Context: an optimization exercise on an open-source flow, tuned for small area and a short achievable clock period. The choices shown serve that exercise and are no tape-out recipe. At most, simulation tests tie the RTL to the original design; equivalence was not proved.

== the previous run ==
Design accelerator, start of the top module:
module accelerator #(
    parameter MAP_SIZE = 9'h00a,
    parameter k = 9'h003,
    parameter p = 9'h002,
    parameter s = 1,
    parameter ptype = 1,
    parameter act_type = 0,
    parameter N = 8,
    parameter Q = 4,
    parameter AW = 8,
    parameter DW = 8,
    parameter [N-1:0] p_sqr_inv = 8'b00000100
    )(
    input clk,
    input global_rst,
    input ce,
    input [N-1:0] activation,
    input [(k*k)*N-1:0] weight1,
    output [N-1:0] data_out,
    output valid_op,
    output end_op,
    output [N-1:0] conv_out,
    output conv_valid,
    output conv_end
    );
Size in the first run: about 2300 cells after synthesis, about 340 flip-flops, roughly 100 I/O pins, about 0.025 mm2 of cells after synthesis.
==> module accelerator, before the edit <==
module accelerator #(
    parameter MAP_SIZE = 9'h00a,
    parameter k = 9'h003,
    parameter p = 9'h002,
    parameter s = 1,
    parameter ptype = 1,
    parameter act_type = 0,
    parameter N = 8,
    parameter Q = 4,
    parameter AW = 8,
    parameter DW = 8,
    parameter [N-1:0] p_sqr_inv = 8'b00000100
    )(
    input clk,
    input global_rst,
    input ce,
    input [N-1:0] activation,
    input [(k*k)*N-1:0] weight1,
    output [N-1:0] data_out,
    output valid_op,
    output end_op,
    output [N-1:0] conv_out,
    output conv_valid,
    output conv_end
    );
    integer i;
    reg [7:0] w [0:8];
    wire [7:0] wv [0:8];     
    wire [8:0] ws;           
    always @(posedge clk) begin
        for (i = 0; i < 9; i = i + 1) w[i] <= weight1[8*i +: 8];
    end
    genvar gw;
    generate
        for (gw = 0; gw < 9; gw = gw + 1) begin : WDEC
            assign wv[gw] = {w[gw][7] & |w[gw][6:0], w[gw][6:0]};
            assign ws[gw] = w[gw][7];
        end
    endgenerate
    wire x80 = activation[7] & ~|activation[6:0];
    wire [8:0] xb = {activation, 1'b0};
    wire [3:0] e_one, e_two, e_neg;
    genvar gk;
    generate
        for (gk = 0; gk < 4; gk = gk + 1) begin : ENC
            assign e_one[gk] = xb[2*gk+1] ^ xb[2*gk];
            assign e_two[gk] = ((xb[2*gk+2] & ~xb[2*gk+1] & ~xb[2*gk]) |
                                (~xb[2*gk+2] & xb[2*gk+1] & xb[2*gk])) & ~(gk == 3 && x80);
            assign e_neg[gk] = xb[2*gk+2];
        end
    endgenerate
    reg [3:0] l_one, l_two, l_neg;
    reg l_sgn;
    always @(posedge clk or posedge global_rst) begin
        if (global_rst) begin
            l_one <= 4'd0;
            l_two <= 4'd0;
            l_neg <= 4'd0;
            l_sgn <= 1'b0;
        end else if (ce) begin
            l_one <= e_one;
            l_two <= e_two;
            l_neg <= e_neg;
            l_sgn <= activation[7];
        end
    end
    reg [7:0] mac [0:7];
    reg [7:0] sr1 [0:6];
    reg [7:0] sr2 [0:6];
    wire [7:0] cin_t [0:7];
    wire [7:0] res_t [0:7];
    assign cin_t[0] = 8'd0;
    assign cin_t[1] = mac[0];
    assign cin_t[2] = mac[1];
    assign cin_t[3] = sr1[6];
    assign cin_t[4] = mac[3];
    assign cin_t[5] = mac[4];
    assign cin_t[6] = sr2[6];
    assign cin_t[7] = mac[6];
    genvar gt;
    generate
        for (gt = 0; gt < 8; gt = gt + 1) begin : TAP
            tap_mac t (.one(l_one), .two(l_two), .neg(l_neg), .wv(wv[gt]),
                       .s(l_sgn ^ ws[gt]), .c(cin_t[gt]), .r(res_t[gt]));
        end
    endgenerate
    always @(posedge clk or posedge global_rst) begin
        if (global_rst) mac[0] <= 8'd0;
        else if (ce) mac[0] <= res_t[0];
    end
    always @(posedge clk) begin
        if (ce) begin
            for (i = 1; i < 8; i = i + 1) mac[i] <= res_t[i];
            sr1[0] <= mac[2];
            sr2[0] <= mac[5];
            for (i = 1; i < 7; i = i + 1) begin
                sr1[i] <= sr1[i-1];
                sr2[i] <= sr2[i-1];
            end
        end
    end
    wire [7:0] q8;
    tap_prod tp (.one(e_one), .two(e_two), .neg(e_neg), .wv(wv[8]),
                 .s(activation[7] ^ ws[8]), .q(q8));
    reg [7:0] p8;
    always @(posedge clk) begin
        if (ce) p8 <= q8;
    end
    wire [7:0] res;
    wire res_c7;             
    add8 ra (.a(mac[7]), .b(p8), .s(res), .c7(res_c7));
    reg [7:0] prev;
    always @(posedge clk) begin
        if (ce) prev <= res;
    end
    reg [4:0] count;
    reg [5:0] out_cnt;
    reg first;       
    reg toggle;
    wire valid = count[4] & (count[3] | (count[2] & count[1]));    
    wire cend = valid & (&out_cnt);
    always @(posedge clk or posedge global_rst) begin
        if (global_rst) begin
            count <= 5'd0;
            out_cnt <= 6'd0;
            first <= 1'b1;
        end else if (ce) begin
            count <= count + 5'd1;
            if (valid) out_cnt <= out_cnt + 6'd1;
            if (&count) first <= 1'b0;
        end
    end
    always @(posedge clk or posedge global_rst) begin
        if (global_rst) toggle <= 1'b0;
        else if (valid) toggle <= ~toggle;
    end
    wire fix = first & (count == 5'd22) & ws[0];
    assign conv_out = toggle ? {res[7] ^ fix, res[6:0]} : prev;
    assign conv_valid = valid;
    assign conv_end = cend;
    wire pce = valid & ~cend;
    reg [3:0] pos;
    reg [2:0] nb;
    reg g;
    reg sel_sr, sel_max;     
    reg rst_m, op_en, load_sr, end_r;
    always @(posedge clk) begin
        if (global_rst) begin
            pos <= 4'd15;
            nb <= 3'd0;
            g <= 1'b0;
            sel_sr <= 1'b0;
            sel_max <= 1'b1;
            rst_m <= 1'b0;
            op_en <= 1'b0;
            load_sr <= 1'b0;
            end_r <= 1'b0;
        end else begin
            op_en <= pce & pos[3] & ~pos[0];
            if (pce) begin
                pos <= pos + 4'd1;
                if (g && nb != 3'd5) nb <= nb + 3'd1;
                end_r <= (nb == 3'd4);
                g <= (pos == 4'd14);
                rst_m <= (pos == 4'd1) | (pos == 4'd3) | (pos == 4'd5) | (pos == 4'd15);
                sel_sr <= (pos == 4'd6) | (pos == 4'd8) | (pos == 4'd10) | (pos == 4'd12);
                sel_max <= ~((pos == 4'd6) | (pos == 4'd8) | (pos == 4'd10) | (pos == 4'd12) | (pos == 4'd14));
                load_sr <= pos[0];
            end
        end
    end
    reg [6:0] maxr;
    reg [6:0] psr [0:3];
    wire [6:0] mux_out = ({7{sel_sr}} & psr[3]) | ({7{sel_max}} & maxr);
    wire [6:0] cx = mac[7][6:0] ^ p8[6:0] ^ ~mux_out;
    wire [6:0] cy = (mac[7][6:0] & p8[6:0]) | (mac[7][6:0] & ~mux_out) | (p8[6:0] & ~mux_out);
    wire [8:0] v = {2'b0, cx} + {1'b0, cy, 1'b0};
    wire gt_res = ~conv_out[7] & (res_c7 ? v[8] : (v[8] | v[7]));
    wire gt_prev = ~prev[7] & (prev[6:0] > mux_out);
    wire take = toggle ? gt_res : gt_prev;
    wire [6:0] comp = pce ? (take ? conv_out[6:0] : mux_out) : 7'd0;
    always @(posedge clk) begin
        if (global_rst) maxr <= 7'd0;
        else if (pce) maxr <= rst_m ? 7'd0 : comp;
    end
    always @(posedge clk) begin
        if (load_sr) begin
            psr[0] <= comp;
            for (i = 1; i < 4; i = i + 1) psr[i] <= psr[i-1];
        end
    end
    assign data_out = {1'b0, maxr};
    assign valid_op = op_en;
    assign end_op = end_r;
endmodule
==> flow/config.mk <==
export PLATFORM = sky130hd
export DESIGN_NAME = accelerator
export DESIGN_NICKNAME = accelerator
export VERILOG_FILES = /design/flow/design.v
export SDC_FILE = /design/flow/constraint.sdc
export NUM_CORES = 4
export LEC_CHECK = 0
export CAP_MARGIN = 20
export CORE_MARGIN = 2
export CORE_UTILIZATION = 65
export CTS_CLUSTER_DIAMETER = 120
export CTS_CLUSTER_SIZE = 24
export PLACE_DENSITY = 0.75
export SETUP_SLACK_MARGIN = 3.0
export SLEW_MARGIN = 20
==> flow/constraint.sdc <==
create_clock -name core_clock -period 8.0 [get_ports {clk}]
set_input_delay 1.6000 -clock core_clock [delete_from_list [all_inputs] [get_ports {clk}]]
set_output_delay 1.6000 -clock core_clock [all_outputs]
set_load 0.01 [all_outputs]
standard.sh (not shown) runs the stock make flow with config.mk's settings and CLKGATE_MAP_FILE= SYNTH_SCRIPT=/design/flow/synth_recipe.tcl, a recipe that flattens the netlist after the stock synthesis.
==> flow/flow/run.sh <==
#!/bin/bash
# The standard layout (the standard.sh: ORFS synthesis to finish), except
# that the port buffers are buf_1 cells instead of the cell buffer_ports picks
# by itself (clkdlybuf4s50_1). make's full output goes to standard.log; each
# ORFS step also keeps its own log under orfs/logs/.
set -euo pipefail
bash standard.sh "BUFFER_PORTS_ARGS=-buffer_cell sky130_fd_sc_hd__buf_1" finish > standard.log 2>&1
[inputs] the current run vs the previous run
diff --git a/flow/design.v b/flow/design.v
--- a/flow/design.v
+++ b/flow/design.v
@@ -183,10 +183,13 @@
     always @(posedge clk) begin
         if (global_rst) maxr <= 7'd0;
         else if (pce) maxr <= rst_m ? 7'd0 : comp;
     end
-    always @(posedge clk) begin
-        if (load_sr) begin
+    wire psr_rst = g && global_rst;
+    always @(posedge clk or posedge psr_rst) begin
+        if (psr_rst) begin
+            for (i = 0; i < 4; i = i + 1) psr[i] <= 7'd0;
+        end else if (load_sr) begin
             psr[0] <= comp;
             for (i = 1; i < 4; i = i + 1) psr[i] <= psr[i-1];
         end
     end
Notes after the runs:
Global-route wire length before repair ended up about 2.2% higher on the current run than on the previous run. From the previous run to the current run the numbers moved as follows: routed length per placed instance has increased; routed wire length has increased; horizontal die dimension has remained practically unchanged; sequential share of layout area has decreased; cell area after layout has remained practically unchanged. Between the current run and the previous run, the difference in non-filler instance count after layout is negligible. Changes observed in the current run relative to the previous run: area after synthesis comparable, number of buffer and inverter stages on the critical path saw an increase, fraction of area in non-clock buffers has remained practically unchanged.


job 101:
RTL: one of the versions met above, not the one the previous note started from.
Size: roughly 2300 cells after synthesis, ~340 flip-flops, ~100 I/O pins.
export LEC_CHECK = 0
export CAP_MARGIN = 20
export CORE_MARGIN = 2
export CORE_UTILIZATION = 65
export PLACE_DENSITY = 0.75
export SETUP_SLACK_MARGIN = 3.0
export SLEW_MARGIN = 20
create_clock -name core_clock -period 8.0 [get_ports {clk}]
run.sh (not shown) runs the stock make flow with config.mk's settings and CLKGATE_MAP_FILE= SYNTH_SCRIPT=/design/flow/synth_recipe.tcl, a recipe that flattens the netlist after the stock synthesis.
Stock flow here: none of the scripts above is used.
Relative to job 101, the following input files were edited for job 102:
diff --git a/flow/design.v b/flow/design.v
--- a/flow/design.v
+++ b/flow/design.v
@@ -245,18 +245,23 @@
     wire p_t34 = p_t11 ^ p_t12 ^ ((one[3] & p3[2]) | (two[3] & p3[1]));
     wire p_t35 = (p_t11 & p_t12) | (p_t11 & ((one[3] & p3[2]) | (two[3] & p3[1]))) | (p_t12 & ((one[3] & p3[2]) | (two[3] & p3[1])));
     wire p_t36 = p_t13 ^ p_t14 ^ ((one[3] & p3[3]) | (two[3] & p3[2]));
     wire p_t37 = (p_t13 & p_t14) | (p_t13 & ((one[3] & p3[3]) | (two[3] & p3[2]))) | (p_t14 & ((one[3] & p3[3]) | (two[3] & p3[2])));
     wire p_t38 = p_t15 ^ p_t16 ^ ((one[3] & p3[4]) | (two[3] & p3[3]));
     wire p_t39 = (p_t15 & p_t16) | (p_t15 & ((one[3] & p3[4]) | (two[3] & p3[3]))) | (p_t16 & ((one[3] & p3[4]) | (two[3] & p3[3])));
     wire [10:0] a = {p_t37, p_t35, p_t33, p_t31, p_t29, p_t27, p_t25, p_t23, p_t21, p_t19, p_t18};
     wire [10:0] b = {p_t38, p_t36, p_t34, p_t32, p_t30, p_t28, p_t26, p_t24, p_t22, p_t20, s};
-    wire [10:0] t = a + b;
-    assign r = c + {s, t[10:4]};
+    wire [4:0] lo = a[3:0] + b[3:0];
+    wire cin = lo[4];
+    wire [7:0] hs = a[10:4] + b[10:4] + cin;       
+    wire [6:0] x = c[6:0] ^ a[10:4] ^ b[10:4];
+    wire [6:0] y = (c[6:0] & a[10:4]) | (c[6:0] & b[10:4]) | (a[10:4] & b[10:4]);
+    wire [7:0] w = {1'b0, x} + {y, 1'b0} + cin;
+    assign r = {c[7] ^ s ^ w[7] ^ hs[7], w[6:0]};
 endmodule
 module tap_prod (
     input  [3:0] one,
     input  [3:0] two,
     input  [3:0] neg,
     input  [7:0] wv,
     input        s,
     output [7:0] q
## What came out
- Job 102 did not stop at any stage, and its layout met the timing, design-rule and antenna checks.
- Going from job 101 to job 102, critical path depth grows by 5.
- Per the comparison of job 102 with job 101, fraction of final layout cells with drive strength greater than 1 went down by 1.9 points; non-clock buffer count down 8.8%; simple-gate share of the synthesized area increased by 0.20 points relative to the old numbers; routed length on met2 +1800 um.
- Job 102 ends up with higher minimum clock period after layout than job 101 does.
- Job 102 against job 101: achievable frequency closely matched the old numbers; combined flip-flop and latch cell area closely matched the old numbers; routed wire length went up by about 4.3%.
Function not checked in job 102: the RTL went through the layout flow alone.

[port drivers added, routing unchanged]
The flow's constraints put no driver on any port. The routed layouts listed below were extracted and timed again, unchanged, in two steps. Step 1 assumes that a clkbuf_16 drives the clock port and a buf_2 every other input. Step 2 moves the port delays by t, midway between the first and last clock arrival at a register: inputs arrive t later, outputs are due t later. That takes back most of the time a late clock gives input paths. a / b / c = ideal ports / drivers / drivers and shift; a / b = the first two.
run	t, ns	setup slack, ns	worst register clock-pin slew, ns
the previous run	0.580	3.168 / 3.198 / 2.619	0.10 / 0.10
the current run	0.595	3.228 / 3.228 / 2.706	0.11 / 0.11
job 101	0.603	3.101 / 3.048 / 2.569	0.07 / 0.07
job 102	0.605	3.087 / 3.086 / 2.516	0.07 / 0.07
After both steps every run listed still meets setup and hold. The setup slack of job 102, which loses most, moves by -0.001 ns with the drivers and by -0.571 ns with both steps.
